From an optimization exercise on the open Yosys and OpenROAD flow, aimed at a short achievable clock period and few clock cycles; shortcuts taken in it are not production practice.
At most, simulation tests tie the RTL to the original design; equivalence was not proved.
The flow treats the clock pin as an ideal source, which a real chip does not have.

== run a ==
Design ARMLEG, start of the top module:
module ARMLEG (
	input CLOCK,
	input RESET,
	output [63:0] imem_addr,
	input [31:0] imem_data,
	output [63:0] dmem_addr,
	output [63:0] dmem_wdata,
	output dmem_we,
	output dmem_re,
	input [63:0] dmem_rdata
);
==> flow/config.mk <==
export PLATFORM = sky130hd
export DESIGN_NAME = ARMLEG
export DESIGN_NICKNAME = ARMLEG
export VERILOG_FILES = /design/flow/design.v
export SDC_FILE = /design/flow/constraint.sdc
export NUM_CORES = 8
export LEC_CHECK = 0
export CAP_MARGIN = 20
export CORE_MARGIN = 2
export CORE_UTILIZATION = 35
export GPL_TIMING_DRIVEN = 1
export SETUP_SLACK_MARGIN = 5
export SLEW_MARGIN = 20
export SYNTH_HIERARCHICAL = 1
==> flow/constraint.sdc <==
create_clock -name core_clock -period 8.0 [get_ports {CLOCK}]
set_input_delay 1.6000 -clock core_clock [delete_from_list [all_inputs] [get_ports {CLOCK}]]
set_output_delay 1.6000 -clock core_clock [all_outputs]
set_load 0.01 [all_outputs]
standard.sh (not shown) runs the stock make flow with config.mk's settings and CLKGATE_MAP_FILE= SYNTH_SCRIPT=/design/flow/synth_recipe.tcl, a recipe that flattens the netlist after the stock synthesis.
==> flow/flow/run.sh <==
#!/bin/bash
# Layout flow: the standard synthesis, unchanged, then the standard ORFS
# steps with these settings changed:
#  - ports are buffered with a plain buffer (by default the port buffering
#    picks a delay cell, which the footprint-bound sizing then mostly keeps);
#  - the resizer may swap a cell for one of the same function with another
#    footprint;
#  - CTS ends with a second timing repair pass (flow/extra_repair.tcl).
# Each step's output is kept in a log of its own here.
set -euo pipefail
bash standard.sh synth > synth.log 2>&1
bash standard.sh "BUFFER_PORTS_ARGS=-buffer_cell sky130_fd_sc_hd__buf_6" MATCH_CELL_FOOTPRINT=0 \
	"POST_CTS_TCL=$PWD/flow/extra_repair.tcl" finish > layout.log 2>&1
==> flow/flow/extra_repair.tcl <==
# A second timing repair pass at the end of CTS (the first one, ORFS's own,
# often stops with paths it could still improve), then legalize again.
estimate_parasitics -placement
repair_timing_helper
set result [catch { detailed_placement } msg]
if { $result != 0 } {
  error "Detailed placement failed after the extra repair: $msg"
}
check_placement -verbose
estimate_parasitics -placement
report_worst_slack -max
For run b, these inputs were changed with respect to run a:
-- flow/design.v --
<<< run a, line 134
	output [9:0] q_t,
	output [9:0] q_nt,
	output [9:0] tgt_cbz,
	input btb_hit,
	input [9:0] btb_tgt,
	output [9:0] tgt_b      
);
	wire isB = inst[31:26] == 6'b000101;
>>> run b, line 134
	output [9:0] q_t,
	output [9:0] q_nt,
	output [9:0] tgt_cbz
);
	wire isB = inst[31:26] == 6'b000101;
<<< run a, line 166
	assign tgt_cbz = tgtC;
	assign q_t = stall ? pc : isB ? tgtB : tgtC;
	assign q_nt = stall ? pc : btb_hit ? btb_tgt : seq;
	assign tgt_b = tgtB;
endmodule
module DataMemoryMUX (
>>> run b, line 163
	assign tgt_cbz = tgtC;
	assign q_t = stall ? pc : isB ? tgtB : tgtC;
	assign q_nt = stall ? pc : seq;
endmodule
module DataMemoryMUX (
<<< run a, line 554
	wire f_wb = x_wr & (x_rd == f_rb);
	wire f_w2b = w_wr & (w_rd == f_rb);
	reg [15:0] btb_v;
	reg [5:0] btb_tag [0:15];
	reg [9:0] btb_tg [0:15];
	wire btb_hit = btb_v[pc[3:0]] & (btb_tag[pc[3:0]] == pc[9:4]);
	wire [9:0] btb_t = btb_tg[pc[3:0]];
	wire [9:0] f_tgtB;
	wire [9:0] btb_key = pc - 10'd1;    
	wire c_t0, c_ta, c_tb, stall, f_cbzD;
	wire [9:0] q_t, q_nt, f_tgtC, pc_next;
>>> run b, line 550
	wire f_wb = x_wr & (x_rd == f_rb);
	wire f_w2b = w_wr & (w_rd == f_rb);
	wire c_t0, c_ta, c_tb, stall, f_cbzD;
	wire [9:0] q_t, q_nt, f_tgtC, pc_next;
<<< run a, line 567
		.x_wr(x_wr), .x_rd(x_rd), .w_wr(w_wr), .w_rd(w_rd), .w_z(w_z), .zf(zf),
		.t0(c_t0), .ta(c_ta), .tb(c_tb), .stall(stall), .cbz_d(f_cbzD),
		.q_t(q_t), .q_nt(q_nt), .tgt_cbz(f_tgtC),
		.btb_hit(btb_hit), .btb_tgt(btb_t), .tgt_b(f_tgtB));
	ProgramCounterMUX pc_mux (.q_t(q_t & {10{~RESET}}), .q_nt(q_nt & {10{~RESET}}), .d_tgt(d_tgt & {10{~RESET}}), .t0(c_t0), .ta(c_ta), .tb(c_tb),
		.r1(d_valid & d_cbz), .stall(stall), .d_zv(d_zv), .x_zalu(x_zalu), .x_isLD(x_isLD), .x_ldz(x_ldz),
>>> run b, line 556
		.x_wr(x_wr), .x_rd(x_rd), .w_wr(w_wr), .w_rd(w_rd), .w_z(w_z), .zf(zf),
		.t0(c_t0), .ta(c_ta), .tb(c_tb), .stall(stall), .cbz_d(f_cbzD),
		.q_t(q_t), .q_nt(q_nt), .tgt_cbz(f_tgtC));
	ProgramCounterMUX pc_mux (.q_t(q_t & {10{~RESET}}), .q_nt(q_nt & {10{~RESET}}), .d_tgt(d_tgt & {10{~RESET}}), .t0(c_t0), .ta(c_ta), .tb(c_tb),
		.r1(d_valid & d_cbz), .stall(stall), .d_zv(d_zv), .x_zalu(x_zalu), .x_isLD(x_isLD), .x_ldz(x_ldz),
<<< run a, line 580
	always @(posedge CLOCK) begin
		pc <= pc_d;
		if (RESET)
			btb_v <= 16'b0;
		else if (f_isB) begin
			btb_v[btb_key[3:0]] <= 1'b1;
			btb_tag[btb_key[3:0]] <= btb_key[9:4];
			btb_tg[btb_key[3:0]] <= f_tgtB;
		end
		d_valid <= ~RESET & dv_next;
		d_isLD <= f_isLD;
>>> run b, line 568
	always @(posedge CLOCK) begin
		pc <= pc_d;
		d_valid <= ~RESET & dv_next;
		d_isLD <= f_isLD;
### Flow results
Run a → run b: wire length after detailed routing lost 5.7%; met3 routing resource usage after global routing lost 0.64 points.
Run b vs. run a: die span in y -3.4%, layout overhead on the synthesized area ~0 delta, footprint of the multi-input gates -4.0%, stage delay of the slowest cell on the critical path -0.03 ns.
Origin of the worst setup path: dmem_rdata[38] -> run a, wd_copy.q[56]$_DFF_P_ -> run b
Summary of run b over run a: standard cell core area down about 6.5%; design area down 6.7%.
Testbench counts of run b, summed over its fixed seeds: cycles 121,605.
The RTL of run a was laid out without a check of its function.

port drivers added, routing unchanged:
The results above use ideal ports. As a check the final layouts listed here were re-extracted and re-timed, cells and wires unchanged. Step 1 (the two cells are an assumption about what drives the block):
set clk [get_ports {CLOCK}]
set_driving_cell -lib_cell sky130_fd_sc_hd__clkbuf_16 $clk
set_driving_cell -lib_cell sky130_fd_sc_hd__buf_2 [delete_from_list [all_inputs] $clk]
Step 2 adds t to the input delays and takes it off the output delays; t is the mean of the earliest and latest rising clock arrival at the registers after step 1. Input paths then give back, and output paths get back, about the clock's delay inside the block. Slacks: ideal ports / drivers / drivers and shift; pairs: ideal ports / drivers.
run | t (ns) | slack for setup (ns) | hold WS [ns] | worst register clock-pin slew, ns
run a | 1.101 | 4.434 / 4.311 / 3.211 | 0.454 / 0.454 / 0.454 | 0.07 / 0.07
run b | 1.055 | 4.834 / 4.731 / 3.932 | 0.336 / 0.336 / 0.336 | 0.07 / 0.07
After both steps setup and hold are still met in every run listed. The setup slack of run a, which loses most, moves by -0.123 ns with the drivers and by -1.223 ns with both steps.
